What follows belongs to an exercise in optimizing a design on an open flow for small area; a production flow would make more cautious choices. No functional check of the RTL was part of any run shown here.

==> flow/design.v (outline; a module is shown in full before it is edited, if it fits) <==
// module convolutional_layer_1: 4307 lines
// module fa_cell: 4 lines
// module hold_mux: 3 lines
// module inv_cell: 3 lines
// module ha_cell: 4 lines
module convolutional_layer_1 (
  input signed [7:0] in,
  input clk, en,
  output signed [191:0] out
);
  // ...
==> flow/flow/run.sh <==
#!/bin/bash
# Standard synthesis and layout with small port buffers; after placement the constant
# output ports of each map share one tie cell.
set -e
bash standard.sh synth > synth.log 2>&1
bash standard.sh BUFFER_PORTS_ARGS="-buffer_cell sky130_fd_sc_hd__buf_1" GPL_KEEP_OVERFLOW=0 place > place.log 2>&1
ODB=orfs/results/sky130hd/convolutional_layer_1/base/3_place.odb openroad -no_init -exit flow/merge_ties.tcl > merge_ties.log 2>&1
bash standard.sh BUFFER_PORTS_ARGS="-buffer_cell sky130_fd_sc_hd__buf_1" GPL_KEEP_OVERFLOW=0 finish > layout.log 2>&1
==> flow/flow/merge_ties.tcl <==
# Let one tie cell drive all the constant output ports of a map instead of one tie cell each.
read_db $::env(ODB)
set block [[[ord::get_db] getChip] getBlock]
array set keep {}
set removed 0
foreach inst [$block getInsts] {
  if {[[$inst getMaster] getName] ne "sky130_fd_sc_hd__conb_1"} { continue }
  set net "NULL"
  set pin ""
  foreach it [$inst getITerms] {
    set n [$it getNet]
    if {$n ne "NULL" && [[$it getMTerm] getName] in {LO HI}} { set net $n; set pin [[$it getMTerm] getName] }
  }
  if {$net eq "NULL"} { continue }
  set bts [$net getBTerms]
  if {[llength $bts] != 1 || [llength [$net getITerms]] != 1} { continue }
  set name [[lindex $bts 0] getName]
  if {![regexp {^out\[(\d+)\]$} $name -> idx]} { continue }
  set key "$pin[expr {$idx / 32}]"
  if {![info exists keep($key)]} { set keep($key) $net; continue }
  set bt [lindex $bts 0]
  $bt disconnect
  $bt connect $keep($key)
  odb::dbInst_destroy $inst
  odb::dbNet_destroy $net
  incr removed
}
puts "merge_ties: removed $removed tie cells"
write_db $::env(ODB)
==> flow/standard.sh <==
#!/bin/bash
# synth_recipe.tcl (not shown) runs the flow's synth.tcl, then flattens the netlist and writes it again
# the make line also repeats each setting of config.mk as NAME=value (left out here)
make -C /OpenROAD-flow-scripts/flow DESIGN_CONFIG=/design/flow/config.mk WORK_HOME=/design/flow/orfs CLKGATE_MAP_FILE= SYNTH_SCRIPT=/design/flow/synth_recipe.tcl "${@:-finish}"
==> flow/config.mk <==
export PLATFORM = sky130hd
export DESIGN_NAME = convolutional_layer_1
export DESIGN_NICKNAME = convolutional_layer_1
export VERILOG_FILES = /design/flow/design.v
export SDC_FILE = /design/flow/constraint.sdc
export NUM_CORES = 8
export LEC_CHECK = 0
export CAP_MARGIN = 20
export CORE_MARGIN = 2
export CORE_UTILIZATION = 55
export CTS_BUF_LIST = sky130_fd_sc_hd__clkbuf_16
export CTS_CLUSTER_DIAMETER = 100
export CTS_CLUSTER_SIZE = 25
export SLEW_MARGIN = 20
export SYNTH_HIERARCHICAL = 1
export SYNTH_MINIMUM_KEEP_SIZE = 0
==> flow/constraint.sdc <==
create_clock -name core_clock -period 18.0 [get_ports {clk}]
set_input_delay 3.6000 -clock core_clock [delete_from_list [all_inputs] [get_ports {clk}]]
set_output_delay 3.6000 -clock core_clock [all_outputs]
set_load 0.01 [all_outputs]
==> results.cfg, run 1 <==
[logic_synthesis]
yosysTopAreaCell = fa_1
synth_compound_area_share_pct = 13.3
yosysUniqueCellTypes = 17
yosys_warnings = 9
synth_edf_count = 0
ys.flop_type = dfxtp_1

[layout]
largest_reg_flops = 1064
num-multi-input-gates = 3034
multi_input_area_um2 = 46100
nets = 6622
buffers = 115

[die]
die_w_um = 361
rows = 130

[global_route]
antenna_found_initial = 9
met3_usage_pct = 20.1
overflow = 0

[timing]
worst_slack_ns = 0.426

[critical_path]
crit_buf_inv = 4
crit_cells = 30

[clock_tree]
clk_pin_slew_ns = 0.09
clockBufferDepth = 3

[place]
post-place-cells = 6435

[route]
dr_wl_met2_um = 123000

[run_status]
status = no timing/DRC/antenna violations
==> run 2: changes to the inputs <==
==> flow/flow/run.sh (replaced) <==
#!/bin/bash
# Standard synthesis and layout with small port buffers; after placement the constant
# output ports of each map share one tie cell.
set -e
bash standard.sh synth > synth.log 2>&1
bash standard.sh BUFFER_PORTS_ARGS="-buffer_cell sky130_fd_sc_hd__buf_1" place > place.log 2>&1
ODB=orfs/results/sky130hd/convolutional_layer_1/base/3_place.odb openroad -no_init -exit flow/merge_ties.tcl > merge_ties.log 2>&1
bash standard.sh BUFFER_PORTS_ARGS="-buffer_cell sky130_fd_sc_hd__buf_1" finish > layout.log 2>&1
==> run 2 against run 1 <==
  * Cell area up 1.2%
  * First-iteration DRC count fell by 1.8%
  * Non-clock buffer count increased by 119
  * Flip-flop and latch count did not move
==> results.cfg, run 2 <==
[logic_synthesis]
ys_ff_latch = 1064
async_reset_ff_share_pct = 0
yosysTopAreaCell = fa_1
ys.flop_type = dfxtp_1
synth_area_per_cell_um2 = 15.0
yosys_warnings = 9
syn_inst = 4678
synthXorXnorAreaFrac_pct = 0.106
ys_top_cells_by_count = fa_1 (1,705), a22o_1 (1,064), dfxtp_1 (1,064), inv_1 (489), ha_1 (152)
synth_top_area_share_pct = 48.8
yosysMostFrequentCell = fa_1
synth_edf_count = 0
yosys.area_share.adder_pct = 51.5
ys_top_cells_by_area = fa_1 (49%), dfxtp_1 (30%), a22o_1 (13%)
synth_simple_gate_area_share_pct = 0.948
synth_area_um2 = 69900
yosysUniqueCellTypes = 17
synth_mux_area_share_pct = 0
synth_compound_area_share_pct = 13.3
seq_area_frac_synth_pct = 30.5
synth_top_family_by_area = adder cells

[global_route]
grt_max_degree = 35
overflow = 0
grt_pass1_wl_um = 397000
grt_usage_pct = 46.3
antenna_found_initial = 7
first_global_vias = 46567

[critical_path]
startpoint_type = flip-flop
cp_data_arrival_time_ns = 13.69
rrSetupSlack_ns = 16.47
r2r-start = u[99][7]
worst-path-max-fanout = 14
crit_top_cell = fa_1
r2r_end = u[100][7]
required_ns = 14.40
crit_path_end_kind = output pin
critPathSlowestCell = dfxtp_1
r2r_cells = 1
path_class = reg2out
slowest_delay_ns = 0.91

[die]
die-area_um2 = 130000
die_w_um = 361
io_pins = 202
initial_core_util_pct = 55.6
core_area_um2 = 126000
die_h_um = 361
rows = 130

[timing]
final.period_utilization_pct = 96.0
drv_slew = 0
tightest_slew_ns = 1.30
max-slew-margin-rel_pct = 13.5
fin_setup_tns_ns = 0
whs_ns = 0.459
post-route-min-period_ns = 17.29
setup-violations-final = 0
max_freq_mhz = 57.8
clock_skew_ns = 0.0506
rsz0062_at_grt = no
final-hold-violation-count = 0

[place]
gp_congestion = 1.14
post-place-cells = 6554
io_buffer_count = 111
dpl_cell_area_um2 = 73000
dp_hpwl_um = 252000

[clock_tree]
postCtsResizedCells = 0
clkSinkCount = 1064
hold_buffers = 0
h-tree-depth = 2
clock_latency_ns = 0.71
clk_pin_slew_ns = 0.11
cts_buffers = 52
post_cts_buffers = 0
clockBufferDepth = 3
cts_tree = yes
clk_root_buffer_cell = clkbuf_16

[route]
vias = 43804
drc_errors = 0
drt-total-wl_um = 297000
viasPerCell = 6.70
drtIter0Drc = 5390
ant_nets = 0
firstDrtPassIters = 8
wl_per_cell_um = 45.4

[layout]
nets = 6742
n_fill_cell = 9728
stdcell_count = 6538
drive_above_1_share_pct = 4.48
top_regs = u (1064)
layout_commonest_cell = fa_1
utilization_pct = 59.0
largest-register = u
layout_common_cells = fa_1 (1,705), a22o_1 (1,064), dfxtp_1 (1,062), inv_1 (487), ha_1 (152)
largest_reg_flops = 1064
area_delta_synth_final_pct = 6.13
stdcell_area_um2 = 74200

[run]
cap_violations = 0

[min_path]
hp-start = u[83][5]
hp-class = reg2reg
holdPathEnd = u[84][5]
hold_path_depth = 1

[run_status]
status = no timing/DRC/antenna violations
-- run 2: changes by cell type in the layout (fill, tap and decap cells not counted), moves of 9 or more --
cell,change
dfxtp_2,-14
buf_4,+120
dfxtp_1,+14
inv_2,-9
inv_1,+10
-- run 2: kinds of logic after synthesis --
kind of cell | count (synthesis)
other | 1
flip-flops | 1064
AND/OR/NAND/NOR | 102
XOR/XNOR | 5
buffers and inverters | 585
AO/OA/AOI/OAI | 1064
adder cells (fa/ha/maj) | 1857
-- run 2: final cells by class --
class	instances	area (µm²)	share of cell area (%)
clock buffer	52	1300	1.75
multi-input combinational	3034	46100	62.1
tap	1650	2060	2.78
timing repair buffer	234	1380	1.85
clock inverter	11	215	0.290
inverter	489	1840	2.47
antenna	4	10.0	0.0135
sequential	1064	21300	28.7
-- run 2: worst max-delay path, delay by kind of cell, from the launching register on --
family | cells | cell delay (ns)
fa+ha+maj | 22 | 11.00
xor+xnor | 1 | 0.18
simple gates | 1 | 0.19
flops | 1 | 0.91
buf+inv | 5 | 0.67
-- run 2: per-layer routing --
| layer | global-route usage, % | share of wire (%) |
|---|---|---|
| met5 | 0.592 | 0.065 |
| met4 | 24.5 | 6.8 |
| met2 | 64.8 | 42 |
| met1 | 62.0 | 38 |
| met3 | 18.9 | 13 |
-- run 2: per-stage QoR --
stage / setup slack (ns)
2_1_floorplan: 3.17
3_3_place_gp: 1.77
3_5_place_dp: 1.67
4_1_cts: 0.901
5_1_grt: 0.622
6_report: 0.712
-- run 2: worst max-delay path by stage --
stage               to  startpoint  slack [ns]  cells after the start
2_1_floorplan  out[64]    u[35][0]        3.17                     30
3_3_place_gp   out[64]    u[34][1]        1.77                     29
3_5_place_dp   out[66]    u[36][0]        1.67                     30
4_1_cts        out[66]    u[36][0]        0.90                     30
5_1_grt        out[66]    u[36][0]        0.62                     30
6_report       out[66]    u[34][1]        0.71                     29
-- run 2: Yosys stat by module (local to each module, per instance) --
module / cells inside / flops+latches
ha_cell: 1 / 0
fa_cell: 1 / 0
hold_mux: 1 / 0
inv_cell: 1 / 0
convolutional_layer_1: 1689 / 1064

separate check: timing with driven ports:
The flow's constraints put no driver on any port. The routed layouts listed below were extracted and timed again, unchanged, in two steps.
Step 1: set_driving_cell puts a clkbuf_16 on clk and a buf_2 on each other input, an assumption about the parent block.
Step 2, shift: input delay + t, output delay - t, t = (earliest + latest rising clock arrival at the registers) / 2. This alone moves slack from input paths to output paths.
Slacks: no drivers / after step 1 / after step 2; pairs: no drivers / after step 1.
| run | t, ns | setup WS [ns] | worst hold slack (ns) |
|---|---|---|---|
| run 1 | 0.764 | 0.426 / 0.347 / 1.111 | 0.482 / 0.482 / 0.482 |
| run 2 | 0.760 | 0.712 / 0.635 / 1.395 | 0.459 / 0.459 / 0.459 |
After both steps setup and hold are still met in every run listed.
